This design comes from an exercise in tuning for small area and a short achievable clock period on the open sky130 flow, not from production work. In this exercise RTL edits were held to simulation tests only and were not proved equivalent to the original. Power is estimated from default activity; no workload was simulated.

**config.mk**
```make
export PLATFORM = sky130hd
export DESIGN_NAME = fft_computer
export DESIGN_NICKNAME = fft_computer
export VERILOG_FILES = /design/flow/design.v
export SDC_FILE = /design/flow/constraint.sdc
export NUM_CORES = 4
export LEC_CHECK = 0
export CAP_MARGIN = 20
export CORE_MARGIN = 2
export CORE_UTILIZATION = 75
export CTS_CLUSTER_DIAMETER = 80
export CTS_CLUSTER_SIZE = 22
export SLEW_MARGIN = 20
```
**constraint.sdc**
```tcl
create_clock -name core_clock -period 10.0 [get_ports {i_clk}]
set_input_delay 2.0000 -clock core_clock [delete_from_list [all_inputs] [get_ports {i_clk}]]
set_output_delay 2.0000 -clock core_clock [all_outputs]
set_load 0.01 [all_outputs]
```
**design.v**
```verilog
module output_fifo(
  input              i_clk,
  input  [15:0]      i_we,
  input  [31:0]      i_wdata,
  output [32*16-1:0] o_taps
);
genvar i;
generate
    for (i = 0; i < 128; i = i + 1) begin : g_w
        reg [31:0] w;
    end
    for (i = 0; i < 128; i = i + 1) begin : g_sh
        if (i % 8 == 0) begin : g_wr
            always @(posedge i_clk)
                g_w[i].w <= i_we[i/8] ? i_wdata : g_w[(i+1)%128].w;
        end else begin : g_mv
            always @(posedge i_clk)
                g_w[i].w <= g_w[(i+1)%128].w;
        end
    end
    for (i = 0; i < 16; i = i + 1) begin : g_tap
        assign o_taps[32*i +: 32] = g_w[8*i+4].w;
    end
endgenerate
endmodule
module mulitiplier(
input             i_clk,
input      [31:0] i_data,
input      [31:0] i_datan,     
input      [31:0] i_acc,
output reg [31:0] o_r0,
output reg [31:0] o_r1,
output reg [31:0] o_r2
);
wire pp0 = ~(i_datan[0] | i_datan[1]);
wire pp1 = i_data[0] & i_data[2];
wire pp2 = ~(i_datan[0] | i_datan[3]);
wire pp3 = i_data[0] & i_data[4];
wire pp4 = ~(i_datan[0] | i_datan[5]);
wire pp5 = i_data[0] & i_data[6];
wire pp6 = ~(i_datan[0] | i_datan[7]);
wire pp7 = i_data[0] & i_data[8];
wire pp8 = ~(i_datan[0] | i_datan[9]);
wire pp9 = i_data[0] & i_data[10];
wire pp10 = ~(i_datan[0] | i_datan[11]);
wire pp11 = i_data[0] & i_data[12];
wire pp12 = ~(i_datan[0] | i_datan[13]);
wire pp13 = i_data[0] & i_data[14];
wire pp14 = ~(i_datan[15] | i_datan[0]);
wire pp15 = ~(i_datan[1] | i_datan[2]);
wire pp16 = i_data[1] & i_data[3];
wire pp17 = ~(i_datan[1] | i_datan[4]);
wire pp18 = i_data[1] & i_data[5];
wire pp19 = ~(i_datan[1] | i_datan[6]);
wire pp20 = i_data[1] & i_data[7];
wire pp21 = ~(i_datan[1] | i_datan[8]);
wire pp22 = i_data[1] & i_data[9];
wire pp23 = ~(i_datan[1] | i_datan[10]);
wire pp24 = i_data[1] & i_data[11];
wire pp25 = ~(i_datan[1] | i_datan[12]);
wire pp26 = i_data[1] & i_data[13];
wire pp27 = ~(i_datan[1] | i_datan[14]);
wire pp28 = i_data[15] & i_data[1];
wire pp29 = ~(i_datan[2] | i_datan[3]);
wire pp30 = i_data[2] & i_data[4];
wire pp31 = ~(i_datan[2] | i_datan[5]);
wire pp32 = i_data[2] & i_data[6];
wire pp33 = ~(i_datan[2] | i_datan[7]);
wire pp34 = i_data[2] & i_data[8];
wire pp35 = ~(i_datan[2] | i_datan[9]);
wire pp36 = i_data[2] & i_data[10];
wire pp37 = ~(i_datan[2] | i_datan[11]);
wire pp38 = i_data[2] & i_data[12];
wire pp39 = ~(i_datan[2] | i_datan[13]);
wire pp40 = i_data[2] & i_data[14];
wire pp41 = ~(i_datan[15] | i_datan[2]);
wire pp42 = ~(i_datan[3] | i_datan[4]);
wire pp43 = i_data[3] & i_data[5];
wire pp44 = ~(i_datan[3] | i_datan[6]);
wire pp45 = i_data[3] & i_data[7];
wire pp46 = ~(i_datan[3] | i_datan[8]);
wire pp47 = i_data[3] & i_data[9];
wire pp48 = ~(i_datan[3] | i_datan[10]);
wire pp49 = i_data[3] & i_data[11];
wire pp50 = ~(i_datan[3] | i_datan[12]);
wire pp51 = i_data[3] & i_data[13];
wire pp52 = ~(i_datan[3] | i_datan[14]);
wire pp53 = i_data[15] & i_data[3];
wire pp54 = ~(i_datan[4] | i_datan[5]);
wire pp55 = i_data[4] & i_data[6];
wire pp56 = ~(i_datan[4] | i_datan[7]);
wire pp57 = i_data[4] & i_data[8];
wire pp58 = ~(i_datan[4] | i_datan[9]);
wire pp59 = i_data[4] & i_data[10];
wire pp60 = ~(i_datan[4] | i_datan[11]);
wire pp61 = i_data[4] & i_data[12];
wire pp62 = ~(i_datan[4] | i_datan[13]);
wire pp63 = i_data[4] & i_data[14];
wire pp64 = ~(i_datan[15] | i_datan[4]);
wire pp65 = ~(i_datan[5] | i_datan[6]);
wire pp66 = i_data[5] & i_data[7];
wire pp67 = ~(i_datan[5] | i_datan[8]);
wire pp68 = i_data[5] & i_data[9];
wire pp69 = ~(i_datan[5] | i_datan[10]);
wire pp70 = i_data[5] & i_data[11];
wire pp71 = ~(i_datan[5] | i_datan[12]);
wire pp72 = i_data[5] & i_data[13];
wire pp73 = ~(i_datan[5] | i_datan[14]);
wire pp74 = i_data[15] & i_data[5];
wire pp75 = ~(i_datan[6] | i_datan[7]);
wire pp76 = i_data[6] & i_data[8];
wire pp77 = ~(i_datan[6] | i_datan[9]);
wire pp78 = i_data[6] & i_data[10];
wire pp79 = ~(i_datan[6] | i_datan[11]);
wire pp80 = i_data[6] & i_data[12];
wire pp81 = ~(i_datan[6] | i_datan[13]);
wire pp82 = i_data[6] & i_data[14];
wire pp83 = ~(i_datan[15] | i_datan[6]);
wire pp84 = ~(i_datan[7] | i_datan[8]);
wire pp85 = i_data[7] & i_data[9];
wire pp86 = ~(i_datan[7] | i_datan[10]);
wire pp87 = i_data[7] & i_data[11];
wire pp88 = ~(i_datan[7] | i_datan[12]);
wire pp89 = i_data[7] & i_data[13];
wire pp90 = ~(i_datan[7] | i_datan[14]);
wire pp91 = i_data[15] & i_data[7];
wire pp92 = ~(i_datan[8] | i_datan[9]);
wire pp93 = i_data[8] & i_data[10];
wire pp94 = ~(i_datan[8] | i_datan[11]);
wire pp95 = i_data[8] & i_data[12];
wire pp96 = ~(i_datan[8] | i_datan[13]);
wire pp97 = i_data[8] & i_data[14];
wire pp98 = ~(i_datan[15] | i_datan[8]);
wire pp99 = ~(i_datan[9] | i_datan[10]);
wire pp100 = i_data[9] & i_data[11];
wire pp101 = ~(i_datan[9] | i_datan[12]);
wire pp102 = i_data[9] & i_data[13];
wire pp103 = ~(i_datan[9] | i_datan[14]);
wire pp104 = i_data[15] & i_data[9];
wire pp105 = ~(i_datan[10] | i_datan[11]);
wire pp106 = i_data[10] & i_data[12];
wire pp107 = ~(i_datan[10] | i_datan[13]);
wire pp108 = i_data[10] & i_data[14];
wire pp109 = ~(i_datan[15] | i_datan[10]);
wire pp110 = ~(i_datan[11] | i_datan[12]);
wire pp111 = i_data[11] & i_data[13];
wire pp112 = ~(i_datan[11] | i_datan[14]);
wire pp113 = i_data[15] & i_data[11];
wire pp114 = ~(i_datan[12] | i_datan[13]);
wire pp115 = i_data[12] & i_data[14];
wire pp116 = ~(i_datan[15] | i_datan[12]);
wire pp117 = ~(i_datan[13] | i_datan[14]);
wire pp118 = i_data[15] & i_data[13];
wire pp119 = ~(i_datan[15] | i_datan[14]);
wire pp120 = ~(i_datan[16] | i_datan[17]);
wire pp121 = i_data[16] & i_data[18];
wire pp122 = ~(i_datan[16] | i_datan[19]);
wire pp123 = i_data[16] & i_data[20];
wire pp124 = ~(i_datan[16] | i_datan[21]);
wire pp125 = i_data[16] & i_data[22];
wire pp126 = ~(i_datan[16] | i_datan[23]);
wire pp127 = i_data[16] & i_data[24];
wire pp128 = ~(i_datan[16] | i_datan[25]);
wire pp129 = i_data[16] & i_data[26];
wire pp130 = ~(i_datan[16] | i_datan[27]);
wire pp131 = i_data[16] & i_data[28];
wire pp132 = ~(i_datan[16] | i_datan[29]);
wire pp133 = i_data[16] & i_data[30];
wire pp134 = ~(i_datan[31] | i_datan[16]);
wire pp135 = ~(i_datan[17] | i_datan[18]);
wire pp136 = i_data[17] & i_data[19];
wire pp137 = ~(i_datan[17] | i_datan[20]);
wire pp138 = i_data[17] & i_data[21];
wire pp139 = ~(i_datan[17] | i_datan[22]);
wire pp140 = i_data[17] & i_data[23];
wire pp141 = ~(i_datan[17] | i_datan[24]);
wire pp142 = i_data[17] & i_data[25];
wire pp143 = ~(i_datan[17] | i_datan[26]);
wire pp144 = i_data[17] & i_data[27];
wire pp145 = ~(i_datan[17] | i_datan[28]);
wire pp146 = i_data[17] & i_data[29];
wire pp147 = ~(i_datan[17] | i_datan[30]);
wire pp148 = i_data[31] & i_data[17];
wire pp149 = ~(i_datan[18] | i_datan[19]);
wire pp150 = i_data[18] & i_data[20];
wire pp151 = ~(i_datan[18] | i_datan[21]);
wire pp152 = i_data[18] & i_data[22];
wire pp153 = ~(i_datan[18] | i_datan[23]);
wire pp154 = i_data[18] & i_data[24];
wire pp155 = ~(i_datan[18] | i_datan[25]);
wire pp156 = i_data[18] & i_data[26];
wire pp157 = ~(i_datan[18] | i_datan[27]);
wire pp158 = i_data[18] & i_data[28];
wire pp159 = ~(i_datan[18] | i_datan[29]);
wire pp160 = i_data[18] & i_data[30];
wire pp161 = ~(i_datan[31] | i_datan[18]);
wire pp162 = ~(i_datan[19] | i_datan[20]);
wire pp163 = i_data[19] & i_data[21];
wire pp164 = ~(i_datan[19] | i_datan[22]);
wire pp165 = i_data[19] & i_data[23];
wire pp166 = ~(i_datan[19] | i_datan[24]);
wire pp167 = i_data[19] & i_data[25];
wire pp168 = ~(i_datan[19] | i_datan[26]);
wire pp169 = i_data[19] & i_data[27];
wire pp170 = ~(i_datan[19] | i_datan[28]);
wire pp171 = i_data[19] & i_data[29];
wire pp172 = ~(i_datan[19] | i_datan[30]);
wire pp173 = i_data[31] & i_data[19];
wire pp174 = ~(i_datan[20] | i_datan[21]);
wire pp175 = i_data[20] & i_data[22];
wire pp176 = ~(i_datan[20] | i_datan[23]);
wire pp177 = i_data[20] & i_data[24];
wire pp178 = ~(i_datan[20] | i_datan[25]);
wire pp179 = i_data[20] & i_data[26];
wire pp180 = ~(i_datan[20] | i_datan[27]);
wire pp181 = i_data[20] & i_data[28];
wire pp182 = ~(i_datan[20] | i_datan[29]);
wire pp183 = i_data[20] & i_data[30];
wire pp184 = ~(i_datan[31] | i_datan[20]);
wire pp185 = ~(i_datan[21] | i_datan[22]);
wire pp186 = i_data[21] & i_data[23];
wire pp187 = ~(i_datan[21] | i_datan[24]);
wire pp188 = i_data[21] & i_data[25];
wire pp189 = ~(i_datan[21] | i_datan[26]);
wire pp190 = i_data[21] & i_data[27];
wire pp191 = ~(i_datan[21] | i_datan[28]);
wire pp192 = i_data[21] & i_data[29];
wire pp193 = ~(i_datan[21] | i_datan[30]);
wire pp194 = i_data[31] & i_data[21];
wire pp195 = ~(i_datan[22] | i_datan[23]);
wire pp196 = i_data[22] & i_data[24];
wire pp197 = ~(i_datan[22] | i_datan[25]);
wire pp198 = i_data[22] & i_data[26];
wire pp199 = ~(i_datan[22] | i_datan[27]);
wire pp200 = i_data[22] & i_data[28];
wire pp201 = ~(i_datan[22] | i_datan[29]);
wire pp202 = i_data[22] & i_data[30];
wire pp203 = ~(i_datan[31] | i_datan[22]);
wire pp204 = ~(i_datan[23] | i_datan[24]);
wire pp205 = i_data[23] & i_data[25];
wire pp206 = ~(i_datan[23] | i_datan[26]);
wire pp207 = i_data[23] & i_data[27];
wire pp208 = ~(i_datan[23] | i_datan[28]);
wire pp209 = i_data[23] & i_data[29];
wire pp210 = ~(i_datan[23] | i_datan[30]);
wire pp211 = i_data[31] & i_data[23];
wire pp212 = ~(i_datan[24] | i_datan[25]);
wire pp213 = i_data[24] & i_data[26];
wire pp214 = ~(i_datan[24] | i_datan[27]);
wire pp215 = i_data[24] & i_data[28];
wire pp216 = ~(i_datan[24] | i_datan[29]);
wire pp217 = i_data[24] & i_data[30];
wire pp218 = ~(i_datan[31] | i_datan[24]);
wire pp219 = ~(i_datan[25] | i_datan[26]);
wire pp220 = i_data[25] & i_data[27];
wire pp221 = ~(i_datan[25] | i_datan[28]);
wire pp222 = i_data[25] & i_data[29];
wire pp223 = ~(i_datan[25] | i_datan[30]);
wire pp224 = i_data[31] & i_data[25];
wire pp225 = ~(i_datan[26] | i_datan[27]);
wire pp226 = i_data[26] & i_data[28];
wire pp227 = ~(i_datan[26] | i_datan[29]);
wire pp228 = i_data[26] & i_data[30];
wire pp229 = ~(i_datan[31] | i_datan[26]);
wire pp230 = ~(i_datan[27] | i_datan[28]);
wire pp231 = i_data[27] & i_data[29];
wire pp232 = ~(i_datan[27] | i_datan[30]);
wire pp233 = i_data[31] & i_data[27];
wire pp234 = ~(i_datan[28] | i_datan[29]);
wire pp235 = i_data[28] & i_data[30];
wire pp236 = ~(i_datan[31] | i_datan[28]);
wire pp237 = ~(i_datan[29] | i_datan[30]);
wire pp238 = i_data[31] & i_data[29];
wire pp239 = ~(i_datan[31] | i_datan[30]);
wire t1 = i_acc[10] ^ i_data[21] ^ i_data[5];
wire t2 = (i_acc[10] & i_data[21]) | (i_acc[10] & i_data[5]) | (i_data[21] & i_data[5]);
wire t3 = i_acc[11] ^ pp109;
wire t4 = i_acc[11] & pp109;
wire t5 = i_acc[12] ^ i_data[22] ^ i_data[6];
wire t6 = (i_acc[12] & i_data[22]) | (i_acc[12] & i_data[6]) | (i_data[22] & i_data[6]);
wire t7 = pp10 ^ pp113 ^ pp130;
wire t8 = (pp10 & pp113) | (pp10 & pp130) | (pp113 & pp130);
wire t9 = pp143 ^ pp155;
wire t10 = pp143 & pp155;
wire t11 = i_acc[13] ^ pp11 ^ pp116;
wire t12 = (i_acc[13] & pp11) | (i_acc[13] & pp116) | (pp11 & pp116);
wire t13 = pp131 ^ pp144 ^ pp156;
wire t14 = (pp131 & pp144) | (pp131 & pp156) | (pp144 & pp156);
wire t15 = pp167 ^ pp177;
wire t16 = pp167 & pp177;
wire t17 = i_acc[14] ^ i_data[23] ^ i_data[7];
wire t18 = (i_acc[14] & i_data[23]) | (i_acc[14] & i_data[7]) | (i_data[23] & i_data[7]);
wire t19 = pp118 ^ pp12 ^ pp132;
wire t20 = (pp118 & pp12) | (pp118 & pp132) | (pp12 & pp132);
wire t21 = pp145 ^ pp157 ^ pp168;
wire t22 = (pp145 & pp157) | (pp145 & pp168) | (pp157 & pp168);
wire t23 = pp178 ^ pp187 ^ pp195;
wire t24 = (pp178 & pp187) | (pp178 & pp195) | (pp187 & pp195);
wire t25 = pp238 ^ pp25;
wire t26 = pp238 & pp25;
wire t27 = i_acc[15] ^ pp119 ^ pp13;
wire t28 = (i_acc[15] & pp119) | (i_acc[15] & pp13) | (pp119 & pp13);
wire t29 = pp133 ^ pp146 ^ pp158;
wire t30 = (pp133 & pp146) | (pp133 & pp158) | (pp146 & pp158);
wire t31 = pp169 ^ pp179 ^ pp188;
wire t32 = (pp169 & pp179) | (pp169 & pp188) | (pp179 & pp188);
wire t33 = pp196 ^ pp239 ^ pp26;
wire t34 = (pp196 & pp239) | (pp196 & pp26) | (pp239 & pp26);
wire t35 = pp38 ^ pp49;
wire t36 = pp38 & pp49;
wire t37 = i_acc[16] ^ i_data[24] ^ i_data[8];
wire t38 = (i_acc[16] & i_data[24]) | (i_acc[16] & i_data[8]) | (i_data[24] & i_data[8]);
wire t39 = pp147 ^ pp159 ^ pp170;
wire t40 = (pp147 & pp159) | (pp147 & pp170) | (pp159 & pp170);
wire t41 = pp180 ^ pp189 ^ pp197;
wire t42 = (pp180 & pp189) | (pp180 & pp197) | (pp189 & pp197);
wire t43 = pp204 ^ pp27 ^ pp39;
wire t44 = (pp204 & pp27) | (pp204 & pp39) | (pp27 & pp39);
wire t45 = pp50 ^ pp60;
wire t46 = pp50 & pp60;
wire t47 = i_acc[17] ^ pp160 ^ pp171;
wire t48 = (i_acc[17] & pp160) | (i_acc[17] & pp171) | (pp160 & pp171);
wire t49 = pp181 ^ pp190 ^ pp198;
wire t50 = (pp181 & pp190) | (pp181 & pp198) | (pp190 & pp198);
wire t51 = pp205 ^ pp40;
wire t52 = pp205 & pp40;
wire t53 = i_acc[18] ^ i_data[25] ^ i_data[9];
wire t54 = (i_acc[18] & i_data[25]) | (i_acc[18] & i_data[9]) | (i_data[25] & i_data[9]);
wire t55 = pp172 ^ pp182 ^ pp191;
wire t56 = (pp172 & pp182) | (pp172 & pp191) | (pp182 & pp191);
wire t57 = pp199 ^ pp206;
wire t58 = pp199 & pp206;
wire t59 = i_acc[19] ^ pp183;
wire t60 = i_acc[19] & pp183;
wire t61 = i_acc[20] ^ i_data[10];
wire t62 = i_acc[20] & i_data[10];
wire t63 = i_acc[6] ^ i_data[19] ^ i_data[3];
wire t64 = (i_acc[6] & i_data[19]) | (i_acc[6] & i_data[3]) | (i_data[19] & i_data[3]);
wire t65 = i_acc[7] ^ pp125;
wire t66 = i_acc[7] & pp125;
wire t67 = i_acc[8] ^ i_data[20] ^ i_data[4];
wire t68 = (i_acc[8] & i_data[20]) | (i_acc[8] & i_data[4]) | (i_data[20] & i_data[4]);
wire t69 = pp126 ^ pp139 ^ pp151;
wire t70 = (pp126 & pp139) | (pp126 & pp151) | (pp139 & pp151);
wire t71 = pp162 ^ pp19;
wire t72 = pp162 & pp19;
wire t73 = i_acc[9] ^ pp127 ^ pp140;
wire t74 = (i_acc[9] & pp127) | (i_acc[9] & pp140) | (pp127 & pp140);
wire t75 = pp152 ^ pp163 ^ pp20;
wire t76 = (pp152 & pp163) | (pp152 & pp20) | (pp163 & pp20);
wire t77 = pp218 ^ pp32;
wire t78 = pp218 & pp32;
wire t79 = pp104 ^ pp128 ^ pp141;
wire t80 = (pp104 & pp128) | (pp104 & pp141) | (pp128 & pp141);
wire t81 = pp153 ^ pp164 ^ pp174;
wire t82 = (pp153 & pp164) | (pp153 & pp174) | (pp164 & pp174);
wire t83 = pp21 ^ pp224 ^ pp33;
wire t84 = (pp21 & pp224) | (pp21 & pp33) | (pp224 & pp33);
wire t85 = pp44 ^ pp54;
wire t86 = pp44 & pp54;
wire t87 = pp129 ^ pp142 ^ pp154;
wire t88 = (pp129 & pp142) | (pp129 & pp154) | (pp142 & pp154);
wire t89 = pp165 ^ pp175 ^ pp22;
wire t90 = (pp165 & pp175) | (pp165 & pp22) | (pp175 & pp22);
wire t91 = pp229 ^ pp34 ^ pp45;
wire t92 = (pp229 & pp34) | (pp229 & pp45) | (pp34 & pp45);
wire t93 = pp55 ^ pp9 ^ t2;
wire t94 = (pp55 & pp9) | (pp55 & t2) | (pp9 & t2);
wire t95 = pp166 ^ pp176 ^ pp185;
wire t96 = (pp166 & pp176) | (pp166 & pp185) | (pp176 & pp185);
wire t97 = pp23 ^ pp233 ^ pp35;
wire t98 = (pp23 & pp233) | (pp23 & pp35) | (pp233 & pp35);
wire t99 = pp46 ^ pp56 ^ pp65;
wire t100 = (pp46 & pp56) | (pp46 & pp65) | (pp56 & pp65);
wire t101 = t4 ^ t5 ^ t7;
wire t102 = (t4 & t5) | (t4 & t7) | (t5 & t7);
wire t103 = pp186 ^ pp236 ^ pp24;
wire t104 = (pp186 & pp236) | (pp186 & pp24) | (pp236 & pp24);
wire t105 = pp36 ^ pp47 ^ pp57;
wire t106 = (pp36 & pp47) | (pp36 & pp57) | (pp47 & pp57);
wire t107 = pp66 ^ t10 ^ t11;
wire t108 = (pp66 & t10) | (pp66 & t11) | (t10 & t11);
wire t109 = t13 ^ t15 ^ t6;
wire t110 = (t13 & t15) | (t13 & t6) | (t15 & t6);
wire t111 = pp37 ^ pp48 ^ pp58;
wire t112 = (pp37 & pp48) | (pp37 & pp58) | (pp48 & pp58);
wire t113 = pp67 ^ pp75 ^ t12;
wire t114 = (pp67 & pp75) | (pp67 & t12) | (pp75 & t12);
wire t115 = t14 ^ t16 ^ t17;
wire t116 = (t14 & t16) | (t14 & t17) | (t16 & t17);
wire t117 = t19 ^ t21 ^ t23;
wire t118 = (t19 & t21) | (t19 & t23) | (t21 & t23);
wire t119 = pp59 ^ pp68 ^ pp76;
wire t120 = (pp59 & pp68) | (pp59 & pp76) | (pp68 & pp76);
wire t121 = t18 ^ t20 ^ t22;
wire t122 = (t18 & t20) | (t18 & t22) | (t20 & t22);
wire t123 = t24 ^ t26 ^ t27;
wire t124 = (t24 & t26) | (t24 & t27) | (t26 & t27);
wire t125 = t29 ^ t31 ^ t33;
wire t126 = (t29 & t31) | (t29 & t33) | (t31 & t33);
wire t127 = pp69 ^ pp77 ^ pp84;
wire t128 = (pp69 & pp77) | (pp69 & pp84) | (pp77 & pp84);
wire t129 = t28 ^ t30 ^ t32;
wire t130 = (t28 & t30) | (t28 & t32) | (t30 & t32);
wire t131 = t34 ^ t36 ^ t37;
wire t132 = (t34 & t36) | (t34 & t37) | (t36 & t37);
wire t133 = t39 ^ t41 ^ t43;
wire t134 = (t39 & t41) | (t39 & t43) | (t41 & t43);
wire t135 = pp51 ^ pp61 ^ pp70;
wire t136 = (pp51 & pp61) | (pp51 & pp70) | (pp61 & pp70);
wire t137 = pp78 ^ pp85 ^ t38;
wire t138 = (pp78 & pp85) | (pp78 & t38) | (pp85 & t38);
wire t139 = t40 ^ t42 ^ t44;
wire t140 = (t40 & t42) | (t40 & t44) | (t42 & t44);
wire t141 = t46 ^ t47 ^ t49;
wire t142 = (t46 & t47) | (t46 & t49) | (t47 & t49);
wire t143 = pp212 ^ pp52 ^ pp62;
wire t144 = (pp212 & pp52) | (pp212 & pp62) | (pp52 & pp62);
wire t145 = pp71 ^ pp79 ^ pp86;
wire t146 = (pp71 & pp79) | (pp71 & pp86) | (pp79 & pp86);
wire t147 = pp92 ^ t48 ^ t50;
wire t148 = (pp92 & t48) | (pp92 & t50) | (t48 & t50);
wire t149 = t52 ^ t53 ^ t55;
wire t150 = (t52 & t53) | (t52 & t55) | (t53 & t55);
wire t151 = pp192 ^ pp200 ^ pp207;
wire t152 = (pp192 & pp200) | (pp192 & pp207) | (pp200 & pp207);
wire t153 = pp213 ^ pp63 ^ pp72;
wire t154 = (pp213 & pp63) | (pp213 & pp72) | (pp63 & pp72);
wire t155 = pp80 ^ pp87 ^ pp93;
wire t156 = (pp80 & pp87) | (pp80 & pp93) | (pp87 & pp93);
wire t157 = t54 ^ t56 ^ t58;
wire t158 = (t54 & t56) | (t54 & t58) | (t56 & t58);
wire t159 = i_data[26] ^ pp193 ^ pp201;
wire t160 = (i_data[26] & pp193) | (i_data[26] & pp201) | (pp193 & pp201);
wire t161 = pp208 ^ pp214 ^ pp219;
wire t162 = (pp208 & pp214) | (pp208 & pp219) | (pp214 & pp219);
wire t163 = pp73 ^ pp81 ^ pp88;
wire t164 = (pp73 & pp81) | (pp73 & pp88) | (pp81 & pp88);
wire t165 = pp94 ^ pp99 ^ t60;
wire t166 = (pp94 & pp99) | (pp94 & t60) | (pp99 & t60);
wire t167 = i_acc[21] ^ pp100 ^ pp202;
wire t168 = (i_acc[21] & pp100) | (i_acc[21] & pp202) | (pp100 & pp202);
wire t169 = pp209 ^ pp215 ^ pp220;
wire t170 = (pp209 & pp215) | (pp209 & pp220) | (pp215 & pp220);
wire t171 = pp82 ^ pp89;
wire t172 = pp82 & pp89;
wire t173 = i_acc[22] ^ i_data[11] ^ i_data[27];
wire t174 = (i_acc[22] & i_data[11]) | (i_acc[22] & i_data[27]) | (i_data[11] & i_data[27]);
wire t175 = pp101 ^ pp105 ^ pp210;
wire t176 = (pp101 & pp105) | (pp101 & pp210) | (pp105 & pp210);
wire t177 = pp216 ^ pp221;
wire t178 = pp216 & pp221;
wire t179 = i_acc[23] ^ pp102;
wire t180 = i_acc[23] & pp102;
wire t181 = i_acc[24] ^ i_data[12];
wire t182 = i_acc[24] & i_data[12];
wire t183 = i_acc[2] ^ i_data[17];
wire t184 = i_acc[2] & i_data[17];
wire t185 = i_acc[4] ^ i_data[18] ^ i_data[2];
wire t186 = (i_acc[4] & i_data[18]) | (i_acc[4] & i_data[2]) | (i_data[18] & i_data[2]);
wire t187 = pp122 ^ pp135;
wire t188 = pp122 & pp135;
wire t189 = i_acc[5] ^ pp123 ^ pp136;
wire t190 = (i_acc[5] & pp123) | (i_acc[5] & pp136) | (pp123 & pp136);
wire t191 = pp16 ^ pp184;
wire t192 = pp16 & pp184;
wire t193 = pp124 ^ pp137 ^ pp149;
wire t194 = (pp124 & pp137) | (pp124 & pp149) | (pp137 & pp149);
wire t195 = pp17 ^ pp194 ^ pp29;
wire t196 = (pp17 & pp194) | (pp17 & pp29) | (pp194 & pp29);
wire t197 = pp4 ^ pp74;
wire t198 = pp4 & pp74;
wire t199 = pp138 ^ pp150 ^ pp18;
wire t200 = (pp138 & pp150) | (pp138 & pp18) | (pp150 & pp18);
wire t201 = pp203 ^ pp30 ^ pp5;
wire t202 = (pp203 & pp30) | (pp203 & pp5) | (pp30 & pp5);
wire t203 = pp83 ^ t64 ^ t65;
wire t204 = (pp83 & t64) | (pp83 & t65) | (t64 & t65);
wire t205 = pp211 ^ pp31 ^ pp42;
wire t206 = (pp211 & pp31) | (pp211 & pp42) | (pp31 & pp42);
wire t207 = pp6 ^ pp91 ^ t66;
wire t208 = (pp6 & pp91) | (pp6 & t66) | (pp91 & t66);
wire t209 = t67 ^ t69 ^ t71;
wire t210 = (t67 & t69) | (t67 & t71) | (t69 & t71);
wire t211 = pp43 ^ pp7 ^ pp98;
wire t212 = (pp43 & pp7) | (pp43 & pp98) | (pp7 & pp98);
wire t213 = t68 ^ t70 ^ t72;
wire t214 = (t68 & t70) | (t68 & t72) | (t70 & t72);
wire t215 = t73 ^ t75 ^ t77;
wire t216 = (t73 & t75) | (t73 & t77) | (t75 & t77);
wire t217 = pp8 ^ t1 ^ t74;
wire t218 = (pp8 & t1) | (pp8 & t74) | (t1 & t74);
wire t219 = t76 ^ t78 ^ t79;
wire t220 = (t76 & t78) | (t76 & t79) | (t78 & t79);
wire t221 = t81 ^ t83 ^ t85;
wire t222 = (t81 & t83) | (t81 & t85) | (t83 & t85);
wire t223 = t3 ^ t80 ^ t82;
wire t224 = (t3 & t80) | (t3 & t82) | (t80 & t82);
wire t225 = t84 ^ t86 ^ t87;
wire t226 = (t84 & t86) | (t84 & t87) | (t86 & t87);
wire t227 = t89 ^ t91 ^ t93;
wire t228 = (t89 & t91) | (t89 & t93) | (t91 & t93);
wire t229 = t88 ^ t9 ^ t90;
wire t230 = (t88 & t9) | (t88 & t90) | (t9 & t90);
wire t231 = t92 ^ t95 ^ t97;
wire t232 = (t92 & t95) | (t92 & t97) | (t95 & t97);
wire t233 = t99 ^ t101 ^ t94;
wire t234 = (t99 & t101) | (t99 & t94) | (t101 & t94);
wire t235 = t100 ^ t103 ^ t105;
wire t236 = (t100 & t103) | (t100 & t105) | (t103 & t105);
wire t237 = t8 ^ t96 ^ t98;
wire t238 = (t8 & t96) | (t8 & t98) | (t96 & t98);
wire t239 = t102 ^ t107 ^ t109;
wire t240 = (t102 & t107) | (t102 & t109) | (t107 & t109);
wire t241 = t104 ^ t106 ^ t111;
wire t242 = (t104 & t106) | (t104 & t111) | (t106 & t111);
wire t243 = t25 ^ t108 ^ t110;
wire t244 = (t25 & t108) | (t25 & t110) | (t108 & t110);
wire t245 = t113 ^ t115 ^ t117;
wire t246 = (t113 & t115) | (t113 & t117) | (t115 & t117);
wire t247 = t112 ^ t119 ^ t35;
wire t248 = (t112 & t119) | (t112 & t35) | (t119 & t35);
wire t249 = t114 ^ t116 ^ t118;
wire t250 = (t114 & t116) | (t114 & t118) | (t116 & t118);
wire t251 = t121 ^ t123 ^ t125;
wire t252 = (t121 & t123) | (t121 & t125) | (t123 & t125);
wire t253 = t120 ^ t127 ^ t45;
wire t254 = (t120 & t127) | (t120 & t45) | (t127 & t45);
wire t255 = t122 ^ t124 ^ t126;
wire t256 = (t122 & t124) | (t122 & t126) | (t124 & t126);
wire t257 = t129 ^ t131 ^ t133;
wire t258 = (t129 & t131) | (t129 & t133) | (t131 & t133);
wire t259 = t128 ^ t135 ^ t51;
wire t260 = (t128 & t135) | (t128 & t51) | (t135 & t51);
wire t261 = t130 ^ t132 ^ t134;
wire t262 = (t130 & t132) | (t130 & t134) | (t132 & t134);
wire t263 = t137 ^ t139 ^ t141;
wire t264 = (t137 & t139) | (t137 & t141) | (t139 & t141);
wire t265 = t136 ^ t143 ^ t145;
wire t266 = (t136 & t143) | (t136 & t145) | (t143 & t145);
wire t267 = t57 ^ t138 ^ t140;
wire t268 = (t57 & t138) | (t57 & t140) | (t138 & t140);
wire t269 = t142 ^ t147 ^ t149;
wire t270 = (t142 & t147) | (t142 & t149) | (t147 & t149);
wire t271 = t144 ^ t146 ^ t151;
wire t272 = (t144 & t146) | (t144 & t151) | (t146 & t151);
wire t273 = t153 ^ t155 ^ t59;
wire t274 = (t153 & t155) | (t153 & t59) | (t155 & t59);
wire t275 = t148 ^ t150 ^ t157;
wire t276 = (t148 & t150) | (t148 & t157) | (t150 & t157);
wire t277 = t152 ^ t154 ^ t156;
wire t278 = (t152 & t154) | (t152 & t156) | (t154 & t156);
wire t279 = t159 ^ t161 ^ t163;
wire t280 = (t159 & t161) | (t159 & t163) | (t161 & t163);
wire t281 = t61 ^ t158 ^ t165;
wire t282 = (t61 & t158) | (t61 & t165) | (t158 & t165);
wire t283 = pp95 ^ t160 ^ t162;
wire t284 = (pp95 & t160) | (pp95 & t162) | (t160 & t162);
wire t285 = t164 ^ t167 ^ t169;
wire t286 = (t164 & t167) | (t164 & t169) | (t167 & t169);
wire t287 = t171 ^ t62 ^ t166;
wire t288 = (t171 & t62) | (t171 & t166) | (t62 & t166);
wire t289 = pp225 ^ pp90 ^ pp96;
wire t290 = (pp225 & pp90) | (pp225 & pp96) | (pp90 & pp96);
wire t291 = t168 ^ t170 ^ t172;
wire t292 = (t168 & t170) | (t168 & t172) | (t170 & t172);
wire t293 = t173 ^ t175 ^ t177;
wire t294 = (t173 & t175) | (t173 & t177) | (t175 & t177);
wire t295 = pp106 ^ pp217 ^ pp222;
wire t296 = (pp106 & pp217) | (pp106 & pp222) | (pp217 & pp222);
wire t297 = pp226 ^ pp97 ^ t174;
wire t298 = (pp226 & pp97) | (pp226 & t174) | (pp97 & t174);
wire t299 = t176 ^ t178 ^ t179;
wire t300 = (t176 & t178) | (t176 & t179) | (t178 & t179);
wire t301 = i_data[28] ^ pp103 ^ pp107;
wire t302 = (i_data[28] & pp103) | (i_data[28] & pp107) | (pp103 & pp107);
wire t303 = pp110 ^ pp223 ^ pp227;
wire t304 = (pp110 & pp223) | (pp110 & pp227) | (pp223 & pp227);
wire t305 = pp230 ^ t180 ^ t181;
wire t306 = (pp230 & t180) | (pp230 & t181) | (t180 & t181);
wire t307 = i_acc[25] ^ pp108 ^ pp111;
wire t308 = (i_acc[25] & pp108) | (i_acc[25] & pp111) | (pp108 & pp111);
wire t309 = pp228 ^ pp231;
wire t310 = pp228 & pp231;
wire t311 = i_acc[26] ^ i_data[13] ^ i_data[29];
wire t312 = (i_acc[26] & i_data[13]) | (i_acc[26] & i_data[29]) | (i_data[13] & i_data[29]);
wire t313 = pp112 ^ pp114;
wire t314 = pp112 & pp114;
wire t315 = i_acc[0] ^ i_data[0];
wire t316 = i_acc[0] & i_data[0];
wire t317 = i_data[1] ^ pp0 ^ pp120;
wire t318 = (i_data[1] & pp0) | (i_data[1] & pp120) | (pp0 & pp120);
wire t319 = i_acc[3] ^ pp1 ^ pp121;
wire t320 = (i_acc[3] & pp1) | (i_acc[3] & pp121) | (pp1 & pp121);
wire t321 = pp161 ^ pp41;
wire t322 = pp161 & pp41;
wire t323 = pp15 ^ pp173 ^ pp2;
wire t324 = (pp15 & pp173) | (pp15 & pp2) | (pp173 & pp2);
wire t325 = pp53 ^ t185 ^ t187;
wire t326 = (pp53 & t185) | (pp53 & t187) | (t185 & t187);
wire t327 = pp3 ^ pp64 ^ t186;
wire t328 = (pp3 & pp64) | (pp3 & t186) | (pp64 & t186);
wire t329 = t188 ^ t189 ^ t191;
wire t330 = (t188 & t189) | (t188 & t191) | (t189 & t191);
wire t331 = t190 ^ t192 ^ t193;
wire t332 = (t190 & t192) | (t190 & t193) | (t192 & t193);
wire t333 = t195 ^ t197 ^ t63;
wire t334 = (t195 & t197) | (t195 & t63) | (t197 & t63);
wire t335 = t194 ^ t196 ^ t198;
wire t336 = (t194 & t196) | (t194 & t198) | (t196 & t198);
wire t337 = t199 ^ t201 ^ t203;
wire t338 = (t199 & t201) | (t199 & t203) | (t201 & t203);
wire t339 = t200 ^ t202 ^ t205;
wire t340 = (t200 & t202) | (t200 & t205) | (t202 & t205);
wire t341 = t204 ^ t207 ^ t209;
wire t342 = (t204 & t207) | (t204 & t209) | (t207 & t209);
wire t343 = t206 ^ t211 ^ t208;
wire t344 = (t206 & t211) | (t206 & t208) | (t211 & t208);
wire t345 = t210 ^ t213 ^ t215;
wire t346 = (t210 & t213) | (t210 & t215) | (t213 & t215);
wire t347 = t212 ^ t214 ^ t216;
wire t348 = (t212 & t214) | (t212 & t216) | (t214 & t216);
wire t349 = t217 ^ t219 ^ t221;
wire t350 = (t217 & t219) | (t217 & t221) | (t219 & t221);
wire t351 = t218 ^ t220 ^ t222;
wire t352 = (t218 & t220) | (t218 & t222) | (t220 & t222);
wire t353 = t223 ^ t225 ^ t227;
wire t354 = (t223 & t225) | (t223 & t227) | (t225 & t227);
wire t355 = t224 ^ t226 ^ t229;
wire t356 = (t224 & t226) | (t224 & t229) | (t226 & t229);
wire t357 = t231 ^ t228 ^ t233;
wire t358 = (t231 & t228) | (t231 & t233) | (t228 & t233);
wire t359 = t230 ^ t232 ^ t235;
wire t360 = (t230 & t232) | (t230 & t235) | (t232 & t235);
wire t361 = t237 ^ t234 ^ t239;
wire t362 = (t237 & t234) | (t237 & t239) | (t234 & t239);
wire t363 = t236 ^ t238 ^ t241;
wire t364 = (t236 & t238) | (t236 & t241) | (t238 & t241);
wire t365 = t240 ^ t243 ^ t245;
wire t366 = (t240 & t243) | (t240 & t245) | (t243 & t245);
wire t367 = t242 ^ t247 ^ t244;
wire t368 = (t242 & t247) | (t242 & t244) | (t247 & t244);
wire t369 = t246 ^ t249 ^ t251;
wire t370 = (t246 & t249) | (t246 & t251) | (t249 & t251);
wire t371 = t248 ^ t253 ^ t250;
wire t372 = (t248 & t253) | (t248 & t250) | (t253 & t250);
wire t373 = t252 ^ t255 ^ t257;
wire t374 = (t252 & t255) | (t252 & t257) | (t255 & t257);
wire t375 = t254 ^ t259 ^ t256;
wire t376 = (t254 & t259) | (t254 & t256) | (t259 & t256);
wire t377 = t258 ^ t261 ^ t263;
wire t378 = (t258 & t261) | (t258 & t263) | (t261 & t263);
wire t379 = t260 ^ t265 ^ t262;
wire t380 = (t260 & t265) | (t260 & t262) | (t265 & t262);
wire t381 = t264 ^ t267 ^ t269;
wire t382 = (t264 & t267) | (t264 & t269) | (t267 & t269);
wire t383 = t266 ^ t271 ^ t273;
wire t384 = (t266 & t271) | (t266 & t273) | (t271 & t273);
wire t385 = t268 ^ t270 ^ t275;
wire t386 = (t268 & t270) | (t268 & t275) | (t270 & t275);
wire t387 = t272 ^ t274 ^ t277;
wire t388 = (t272 & t274) | (t272 & t277) | (t274 & t277);
wire t389 = t279 ^ t276 ^ t281;
wire t390 = (t279 & t276) | (t279 & t281) | (t276 & t281);
wire t391 = t278 ^ t280 ^ t283;
wire t392 = (t278 & t280) | (t278 & t283) | (t280 & t283);
wire t393 = t285 ^ t282 ^ t287;
wire t394 = (t285 & t282) | (t285 & t287) | (t282 & t287);
wire t395 = t289 ^ t284 ^ t286;
wire t396 = (t289 & t284) | (t289 & t286) | (t284 & t286);
wire t397 = t291 ^ t293 ^ t288;
wire t398 = (t291 & t293) | (t291 & t288) | (t293 & t288);
wire t399 = t290 ^ t295 ^ t292;
wire t400 = (t290 & t295) | (t290 & t292) | (t295 & t292);
wire t401 = t294 ^ t297 ^ t299;
wire t402 = (t294 & t297) | (t294 & t299) | (t297 & t299);
wire t403 = t296 ^ t301 ^ t303;
wire t404 = (t296 & t301) | (t296 & t303) | (t301 & t303);
wire t405 = t298 ^ t300 ^ t305;
wire t406 = (t298 & t300) | (t298 & t305) | (t300 & t305);
wire t407 = t182 ^ t302 ^ t304;
wire t408 = (t182 & t302) | (t182 & t304) | (t302 & t304);
wire t409 = t307 ^ t309 ^ t306;
wire t410 = (t307 & t309) | (t307 & t306) | (t309 & t306);
wire t411 = pp232 ^ pp234 ^ t308;
wire t412 = (pp232 & pp234) | (pp232 & t308) | (pp234 & t308);
wire t413 = t310 ^ t311 ^ t313;
wire t414 = (t310 & t311) | (t310 & t313) | (t311 & t313);
wire t415 = i_acc[27] ^ pp115 ^ pp235;
wire t416 = (i_acc[27] & pp115) | (i_acc[27] & pp235) | (pp115 & pp235);
wire t417 = t312 ^ t314;
wire t418 = t312 & t314;
wire t419 = i_acc[28] ^ i_data[14] ^ i_data[30];
wire t420 = (i_acc[28] & i_data[14]) | (i_acc[28] & i_data[30]) | (i_data[14] & i_data[30]);
wire t421 = pp117 ^ pp237;
wire t422 = pp117 & pp237;
wire t423 = i_data[15] ^ i_data[16];
wire t424 = i_data[15] & i_data[16];
wire t425 = i_acc[1] ^ pp134 ^ pp14;
wire t426 = (i_acc[1] & pp134) | (i_acc[1] & pp14) | (pp134 & pp14);
wire t427 = pp148 ^ pp28 ^ t183;
wire t428 = (pp148 & pp28) | (pp148 & t183) | (pp28 & t183);
wire t429 = t184 ^ t318 ^ t319;
wire t430 = (t184 & t318) | (t184 & t319) | (t318 & t319);
wire t431 = t320 ^ t322 ^ t323;
wire t432 = (t320 & t322) | (t320 & t323) | (t322 & t323);
wire t433 = t324 ^ t326 ^ t327;
wire t434 = (t324 & t326) | (t324 & t327) | (t326 & t327);
wire t435 = t328 ^ t330 ^ t331;
wire t436 = (t328 & t330) | (t328 & t331) | (t330 & t331);
wire t437 = t332 ^ t334 ^ t335;
wire t438 = (t332 & t334) | (t332 & t335) | (t334 & t335);
wire t439 = t336 ^ t339 ^ t338;
wire t440 = (t336 & t339) | (t336 & t338) | (t339 & t338);
wire t441 = t340 ^ t342 ^ t343;
wire t442 = (t340 & t342) | (t340 & t343) | (t342 & t343);
wire t443 = t344 ^ t346 ^ t347;
wire t444 = (t344 & t346) | (t344 & t347) | (t346 & t347);
wire t445 = t348 ^ t350 ^ t351;
wire t446 = (t348 & t350) | (t348 & t351) | (t350 & t351);
wire t447 = t352 ^ t355 ^ t354;
wire t448 = (t352 & t355) | (t352 & t354) | (t355 & t354);
wire t449 = t356 ^ t359 ^ t358;
wire t450 = (t356 & t359) | (t356 & t358) | (t359 & t358);
wire t451 = t360 ^ t363 ^ t362;
wire t452 = (t360 & t363) | (t360 & t362) | (t363 & t362);
wire t453 = t364 ^ t366 ^ t367;
wire t454 = (t364 & t366) | (t364 & t367) | (t366 & t367);
wire t455 = t368 ^ t370 ^ t371;
wire t456 = (t368 & t370) | (t368 & t371) | (t370 & t371);
wire t457 = t372 ^ t374 ^ t375;
wire t458 = (t372 & t374) | (t372 & t375) | (t374 & t375);
wire t459 = t376 ^ t378 ^ t379;
wire t460 = (t376 & t378) | (t376 & t379) | (t378 & t379);
wire t461 = t383 ^ t380 ^ t382;
wire t462 = (t383 & t380) | (t383 & t382) | (t380 & t382);
wire t463 = t384 ^ t387 ^ t386;
wire t464 = (t384 & t387) | (t384 & t386) | (t387 & t386);
wire t465 = t388 ^ t391 ^ t390;
wire t466 = (t388 & t391) | (t388 & t390) | (t391 & t390);
wire t467 = t392 ^ t395 ^ t394;
wire t468 = (t392 & t395) | (t392 & t394) | (t395 & t394);
wire t469 = t396 ^ t399 ^ t401;
wire t470 = (t396 & t399) | (t396 & t401) | (t399 & t401);
wire t471 = t403 ^ t400 ^ t402;
wire t472 = (t403 & t400) | (t403 & t402) | (t400 & t402);
wire t473 = t404 ^ t407 ^ t406;
wire t474 = (t404 & t407) | (t404 & t406) | (t407 & t406);
wire t475 = t408 ^ t411 ^ t413;
wire t476 = (t408 & t411) | (t408 & t413) | (t411 & t413);
wire t477 = t415 ^ t412 ^ t414;
wire t478 = (t415 & t412) | (t415 & t414) | (t412 & t414);
wire t479 = t416 ^ t419 ^ t421;
wire t480 = (t416 & t419) | (t416 & t421) | (t419 & t421);
wire t481 = i_acc[29] ^ t420;
wire t482 = i_acc[29] & t420;
always @(posedge i_clk) begin
    o_r0 <= {i_acc[31], t482, t480, t478, t476, t474, t472, t470, t468, t466, t464, t462, t460, t458, t456, t454, t452, t450, t448, t446, t444, t442, t440, t438, t436, t434, t432, t430, t428, t426, t424, t423};
    o_r1 <= {1'b0, i_acc[30], t481, t479, t477, t475, t473, t471, t469, t467, t465, t463, t461, t459, t457, t455, t453, t451, t449, t447, t445, t443, t441, t439, t437, t435, t433, t431, t429, t427, t425, i_data[31]};
    o_r2 <= {1'b0, 1'b0, t422, t418, t417, t410, t409, t405, t398, t397, t393, t389, t385, t381, t377, t373, t369, t365, t361, t357, t353, t349, t345, t341, t337, t333, t329, t325, t321, t317, t316, t315};
end
endmodule
module output_ctrl(
input         i_clk,
input         i_rst_n,
input         i_in_v,
input         i_busy,
output        o_fire,
output [3:0]  o_oj,
input  [29:0] i_rd,
input         i_cap,
input  [29:0] i_sum,
output [31:0] o_data,
output reg    o_data_valid,
input         i_data_ready
);
reg  [8:0]  nin;                
reg         act;                
reg  [6:0]  rc;                 
reg  [6:0]  ooff;               
reg         fe;                 
reg  [29:0] od;
wire        xfer = o_data_valid & i_data_ready & ~fe;    
assign      o_fire = act & ~o_data_valid & ~fe & ~i_busy & (ooff[2:0] == 3'd0);
assign      o_oj   = ooff[6:3];
always @(posedge i_clk) begin
    if (!i_rst_n) begin
        nin          <= 9'd0;
        act          <= 1'b0;
        rc           <= 7'd0;
        ooff         <= 7'd123;
        fe           <= 1'b0;
        o_data_valid <= 1'b0;
    end else begin
        if (i_in_v)
            nin <= nin + 9'd1;
        fe <= o_fire;
        if (fe)
            o_data_valid <= 1'b1;
        else if (xfer) begin
            o_data_valid <= 1'b0;
            rc <= rc + 7'd1;
            if (rc == 7'd127)
                act <= 1'b0;
        end
        if (!xfer)
            ooff <= ooff - 7'd1;
        if (i_in_v & (nin == 9'd511)) begin
            act          <= 1'b1;
            o_data_valid <= 1'b1;
        end
    end
    od <= fe ? i_rd : i_cap ? i_sum : od;
end
assign o_data = {od[29], od[29], od};
endmodule
module fft_computer(
input        i_clk,
input        i_rst_n,
input        i_data_valid,
input [31:0] i_data,
output       o_data_ready,
output       o_data_valid,
output [31:0]o_data,
input        i_data_ready
);
assign o_data_ready = 1'b1;
reg [31:0] dl [0:7];
reg [7:0]  dv;
reg [8:0]  pc;                  
reg [6:0]  off;                 
wire       take = (|dv) & (off[2:0] == 3'd0);
wire [7:0] old;                 
genvar k;
generate
    for (k = 0; k < 8; k = k + 1) begin : g_old
        if (k == 7) begin : g_top
            assign old[k] = dv[k];
        end else begin : g_low
            assign old[k] = dv[k] & ~(|dv[7:k+1]);
        end
    end
endgenerate
reg [31:0] psel;
integer m;
always @(*) begin
    psel = 32'd0;
    for (m = 0; m < 8; m = m + 1)
        psel = psel | (dl[m] & {32{old[m]}});
end
wire [8:0] pc_n  = take ? pc + 9'd1 : pc;
wire [6:0] off_n = take ? off : off - 7'd1;
wire       busy  = (off_n[2:0] == 3'd0) & (pc_n[8:7] != 2'd0);    
wire       fire;                
wire [3:0] oj;                  
reg        go1, cap1, racc;
reg [3:0]  j1;
reg [15:0] rsel;                
reg [31:0] pd, pdn;             
always @(posedge i_clk) begin
    dl[0] <= {i_data[31], i_data[30:16] ^ {15{i_data[31]}},
              i_data[15], i_data[14:0]  ^ {15{i_data[15]}}};
    for (m = 1; m < 8; m = m + 1)
        dl[m] <= dl[m-1];
    if (!i_rst_n) begin
        dv   <= 8'd0;
        pc   <= 9'd0;
        off  <= 7'd124;
        go1  <= 1'b0;
        cap1 <= 1'b0;
        racc <= 1'b0;
        rsel <= 16'd0;
    end else begin
        dv <= {dv[6:0] & ~(old[6:0] & {7{take}}), i_data_valid};
        pc   <= pc_n;
        off  <= off_n;
        go1  <= take;
        cap1 <= take & (pc == 9'd384);
        racc <= busy;
        rsel <= busy ? (16'd1 << off_n[6:3]) : fire ? (16'd1 << oj) : 16'd0;
    end
    j1 <= off[6:3];
    pd  <= psel;
    pdn <= ~psel;
end
wire [32*16-1:0] rtap;           
reg  [31:0]      rdm;
always @(*) begin
    rdm = 32'd0;
    for (m = 0; m < 16; m = m + 1)
        rdm = rdm | (rtap[32*m +: 32] & {32{rsel[m]}});
end
reg  [31:0]      rd;             
always @(posedge i_clk)
    rd <= rdm & {32{racc}};
wire [31:0] pr0, pr1, pr2;      
mulitiplier mult (
    .i_clk(i_clk),
    .i_data(pd),
    .i_datan(pdn),
    .i_acc(rd),
    .o_r0(pr0),
    .o_r1(pr1),
    .o_r2(pr2)
);
wire [31:0] cx = pr0 ^ pr1 ^ pr2;
wire [31:0] cy = {(pr0[30:0] & pr1[30:0]) | (pr0[30:0] & pr2[30:0]) | (pr1[30:0] & pr2[30:0]), 1'b0};
wire [15:0] slo_w;
wire        c16_w;
adder16 add_lo (
    .i_a(cx[15:0]),
    .i_b(cy[15:0]),
    .i_c(1'b0),
    .o_s(slo_w),
    .o_c(c16_w)
);
reg        go2, go3, cap2, cap3;
reg [3:0]  j2, j3;
reg [15:0] slo, xhi, yhi;
reg        c16;
always @(posedge i_clk) begin
    go2  <= i_rst_n & go1;
    cap2 <= i_rst_n & cap1;
    j2   <= j1;
    go3  <= i_rst_n & go2;
    cap3 <= i_rst_n & cap2;
    j3   <= j2;
    slo  <= slo_w;
    c16  <= c16_w;
    xhi  <= cx[31:16];
    yhi  <= cy[31:16];
end
wire [15:0] shi;
adder16 add_hi (
    .i_a(xhi),
    .i_b(yhi),
    .i_c(c16),
    .o_s(shi),
    .o_c()
);
wire [31:0] sum = {shi, slo};
wire [15:0] we = go3 ? (16'd1 << j3) : 16'd0;
output_fifo ring (
    .i_clk(i_clk),
    .i_we(we),
    .i_wdata(sum),
    .o_taps(rtap)
);
output_ctrl ctrl (
    .i_clk(i_clk),
    .i_rst_n(i_rst_n),
    .i_in_v(dv[0]),
    .i_busy(busy),
    .o_fire(fire),
    .o_oj(oj),
    .i_rd(rdm[31:2]),
    .i_cap(cap3),
    .i_sum(sum[31:2]),
    .o_data(o_data),
    .o_data_valid(o_data_valid),
    .i_data_ready(i_data_ready)
);
endmodule
module adder16(
input  [15:0] i_a,
input  [15:0] i_b,
input         i_c,
output [15:0] o_s,
output        o_c
);
wire [15:0] g [0:4];
wire [15:0] p [0:4];
wire [15:0] h = i_a ^ i_b;
assign g[0] = (i_a & i_b) | {15'd0, h[0] & i_c};
assign p[0] = h;
genvar l, i;
generate
    for (l = 0; l < 4; l = l + 1) begin : g_lvl
        for (i = 0; i < 16; i = i + 1) begin : g_bit
            if (i >= (1 << l)) begin : g_op
                assign g[l+1][i] = g[l][i] | (p[l][i] & g[l][i-(1<<l)]);
                assign p[l+1][i] = p[l][i] & p[l][i-(1<<l)];
            end else begin : g_pass
                assign g[l+1][i] = g[l][i];
                assign p[l+1][i] = p[l][i];
            end
        end
    end
endgenerate
assign o_s = h ^ {g[4][14:0], i_c};
assign o_c = g[4][15];
endmodule
```
**flow/run.sh**
```bash
#!/bin/bash
# The standard layout, except that the port buffers are buf_2 cells rather
# than the delay cells buffer_ports picks by default.  Every port still gets
# its buffer.  make's full output goes to flow.log; ORFS keeps each step's log
# under orfs/logs/.
set -euo pipefail
export BUFFER_PORTS_ARGS="-buffer_cell sky130_fd_sc_hd__buf_2"
bash ./standard.sh > flow.log 2>&1
```
**standard.sh**
```bash
#!/bin/bash
# synth_recipe.tcl (not shown) runs the flow's synth.tcl, then flattens the netlist and writes it again
# the make line also repeats each setting of config.mk as NAME=value (left out here)
make -C /OpenROAD-flow-scripts/flow DESIGN_CONFIG=/design/flow/config.mk WORK_HOME=/design/flow/orfs CLKGATE_MAP_FILE= SYNTH_SCRIPT=/design/flow/synth_recipe.tcl "${@:-finish}"
```
==> impl_metrics.yaml <==
global_route:
  antenna_found_initial: 17
  overflow: 0
  grt_max_degree: 70
  grt_pass1_vias: 64500
  track_usage_pct: 38.5
  grt_pass1_wl_um: 438000
place:
  dp_slack_ps: 5960
  postPlaceCellArea_um2: 119000
  place.gp.congestion: 0.861
  portBuffers: 68
  place_inst: 10100
  dp_hpwl_um: 161000
timing:
  post-route-period-util_pct: 36.0
  clock_skew_ps: 114
  slew_violations: 0
  max_freq_ghz: 0.278
  finalHoldViolations: 0
  fin_crit_ps: 3600
  rsz0062_at_grt: "no"
  worst_pin_slew_ps: 1160
  hold_ws_ps: 244
  setup_viol: 0
  fin_tns_setup_ps: 0
  slew_headroom_pct: 22.7
  setup_slack_ps: 6400
critical_path:
  cpMaxStageDelayCell: "dfxtp_1"
  cp.arrival_ps: 4290
  cp-end-kind: "register"
  required_ps: 10700
  crit_fanout: 8
  r2r_cells: 9
  cp_slowest_stage_delay_ps: 660
  rr_startpoint: "pd[18]"
  startpoint: "pd[18]"
  r2r_setup_slack_ps: 6400
  critPathMostFrequentCell: "fa_1"
  cp-endpoint: "mult.o_r1[18]"
  worstPathCellList: "nand2_1, fa_1, inv_1, fa_1, fa_1, inv_1, fa_1, inv_1, fa_1"
  startpoint_type: "register"
  critPathKind: "register to register"
  rr_endpoint: "mult.o_r1[18]"
clocking:
  clk_latency_ps: 920
  post-cts-setup-buffers: 0
  clk_pin_slew_worst_paths_ps: 90
  cts_max_level: 4
  cts_root_buffer: "clkbuf_16"
  clock-sinks: 4705
  ctsResizeCount: 0
  clockBufferDepth: 3
  holdBufCountCts: 0
  cts_made_buffers: 234
  tritoncts: "built"
synthesis:
  syn_avg_cell_area_um2: 14.2
  syn_inst: 8223
  ys_ff_latch: 4705
  yosys_most_used_dff: "dfxtp_1"
  seq_area_frac_synth_pct: 81.0
  synth.net_count: 8572
  synth_edf_count: 30
  synth_area_um2: 117000
  synthArstFlopShare_pct: 0
  ys_types: 64
  yosysWarnings: 6
routing:
  viasPerCell: 5.87
  drtIter0Drc: 6829
  post-route-drc-count: 0
  ant_nets: 0
  first_pass_iters: 6
  wl_per_cell_um: 29.4
  drt-total-wl_um: 305000
  vias: 61100
power_and_ir_drop:
  leakage_nw: 51.5
  cellPowerDensity_nw_per_um2: 250
  ir_drop_mv: 0.217
  switching_share_pct: 23.8
  p_sw_w: 0.00746
  power_frac_comb_pct: 4.7
  pwr-share-seq_pct: 62.6
  p_clk_share_pct: 32.7
  p_int_w: 0.0239
final_layout:
  syn2layout_area_growth_pct: 7.83
  fillerInstances: 6997
  multi_input_area_um2: 20200
  stdcell_area_um2: 126000
  nNetsFinal: 8662
  drive_above_1_share_pct: 6.93
  regArea_um2: 94500
  layoutNonFillerInstCount: 10400
die:
  io_pins: 70
  start_util_pct: 75.6
  core-area_um2: 154000
  die_h_um: 398
  die_width_um: 398
  rows: 144
  die_area_um2: 159000
flow_run:
  drv_cap: 0
status:
  status: "complete, no violations"
min_path:
  hold_class: "register to register"
## final cells by class
| class | count | share of cell area, % |
|---|---|---|
| Inverter | 295 | 0.881 |
| Multi-Input combinational cell | 2938 | 16.0 |
| Sequential cell | 4705 | 75.2 |
| Clock buffer | 257 | 4.76 |
| Antenna cell | 3 | 0.00597 |
| Tap cell | 2044 | 2.03 |
| Timing Repair Buffer | 139 | 0.694 |
| Clock inverter | 20 | 0.400 |
## critical path, delay by kind of cell, from the launching register on
kind	cells	cell delay, ps
adder cells (fa/ha/maj)	5	2370
buffers and inverters	3	210
flip-flops	1	660
AND/OR/NAND/NOR	1	160
## cells in the final DEF, fill, tap and decap left out, types with 69 or more instances in the layout
cell / synthesis / routed
nor2_1: 265 / 252
fa_1: 244 / 244
buf_4: 3 / 71
inv_1: 294 / 294
clkbuf_16: 0 / 235
dfxtp_1: 4675 / 4655
a21oi_1: 92 / 91
o21ai_0: 236 / 236
a221oi_1: 98 / 98
nand2_1: 1000 / 994
nand3_1: 124 / 122
ha_1: 69 / 69
a22oi_1: 156 / 156
## layer usage
layer,up-vias,wire (µm),global-route usage (%)
met5,-,94,0
met4,14,15000,16.6
met3,797,23800,6.84
met2,2976,146000,62.7
met1,31000,121000,51.3
li1,26300,-,-
## Yosys cell counts, types with 4 or more instances
master	instances	area (µm²)
xor2_1	50	438
nor3b_1	7	52.6
or2_2	56	350
nor4_1	5	31.3
nor2_1	265	995
nand3b_1	7	52.6
dfxtp_1	4675	93600
nor2b_1	40	250
o21bai_1	6	45.0
edfxtp_1	30	901
ha_1	69	863
a21oi_1	92	460
o21a_1	12	90.1
nand3_1	124	621
a221oi_1	98	858
nand4_1	8	50.1
inv_1	294	1100
o22ai_1	17	106
a21o_1	4	30.0
o21ai_0	236	1180
a22o_1	68	596
xnor2_1	31	272
and3_1	6	37.5
a211oi_1	6	45.0
mux2_2	68	766
mux2i_1	19	190
a211o_1	20	175
nand2_1	1000	3750
and4_1	4	35.0
and2_1	58	363
buf_1	30	113
nand2b_1	15	93.8
nor3_1	33	165
or3_1	44	275
a22oi_1	156	1170
fa_1	244	4880
clkbuf_1	250	938
a222oi_1	31	310
## metrics by stage
stage | util [%] | total power, W
2_1_floorplan | - | 0.0207
3_3_place_gp | 77.3 | 0.0214
3_5_place_dp | 77.3 | 0.0215
4_1_cts | 81.5 | 0.0313
5_1_grt | 81.5 | 0.0321
6_report | 81.5 | 0.0314
## worst min-delay path by stage
| stage | to | slack (ps) | cells after the start | startpoint |
|---|---|---|---|---|
| 3_5_place_dp | ring.g_w[111].w[14] | 310 | 0 | ring.g_w[112].w[14] |
| 6_report | ring.g_w[108].w[1] | 240 | 0 | ring.g_w[109].w[1] |
| 5_1_grt | ring.g_w[79].w[1] | 250 | 0 | ring.g_w[80].w[1] |
| 3_3_place_gp | ring.g_w[116].w[6] | 310 | 0 | ring.g_w[117].w[6] |
| 4_1_cts | ring.g_w[108].w[1] | 250 | 0 | ring.g_w[109].w[1] |
| 2_1_floorplan | j2[0] | 310 | 0 | j1[0] |
## kinds of logic after synthesis
group / count (synthesis) / synth area share (%)
AOI/OAI and AO/OA: 773 / 4.54
other: 1 / 0.00322
muxes: 87 / 0.820
DFF: 4705 / 81.0
and+or+nand+nor: 1683 / 6.19
buffers and inverters: 580 / 1.89
xor gates and xnor gates: 81 / 0.608
adders and majority gates: 313 / 4.93
## registers in the layout, indices dropped and copies added (netlist names), 4 cells and up
register	cells
ctrl.nin	9
ctrl.od	30
ctrl.ooff	7
ctrl.rc	7
dl	256
dv	8
j1	4
j2	4
j3	4
mult.o_r0	32
mult.o_r1	31
mult.o_r2	30
off	7
pc	9
pd	32
pdn	32
rd	32
ring.g_w.w	4096
rsel	16
slo	16
xhi	16
yhi	16
## power by group through the flow
stage	clock, W	sequential [W]	combinational [W]
floorplan	0	0.0197	0.000986
global placement	0	0.0200	0.00141
detailed placement	0	0.0201	0.00143
CTS	0.0102	0.0196	0.00147
global route	0.0108	0.0197	0.00161
finish	0.0103	0.0196	0.00149

==> separate check: timing with driven ports <==
In the flow no input, the clock included, has a driving cell. The finished layout below was timed again as built, in two steps. Step 1 assumes that a clkbuf_16 drives the clock port and a buf_2 every other input. Step 2 moves the port delays by t, midway between the first and last clock arrival at a register: inputs arrive t later, outputs are due t later. That takes back most of the time a late clock gives input paths. Three values: ideal ports, drivers, drivers and shift; two values: the first two.
shift t [ns]: 0.949
setup slack, ns: 6.401 / 6.339 / 5.959
hold slack, ns: 0.244 / 0.244 / 0.244
worst register clock-pin slew, ns: 0.12 / 0.12
After both steps this run still meets setup and hold. The setup slack of this run moves by -0.062 ns with the drivers and by -0.442 ns with both steps.
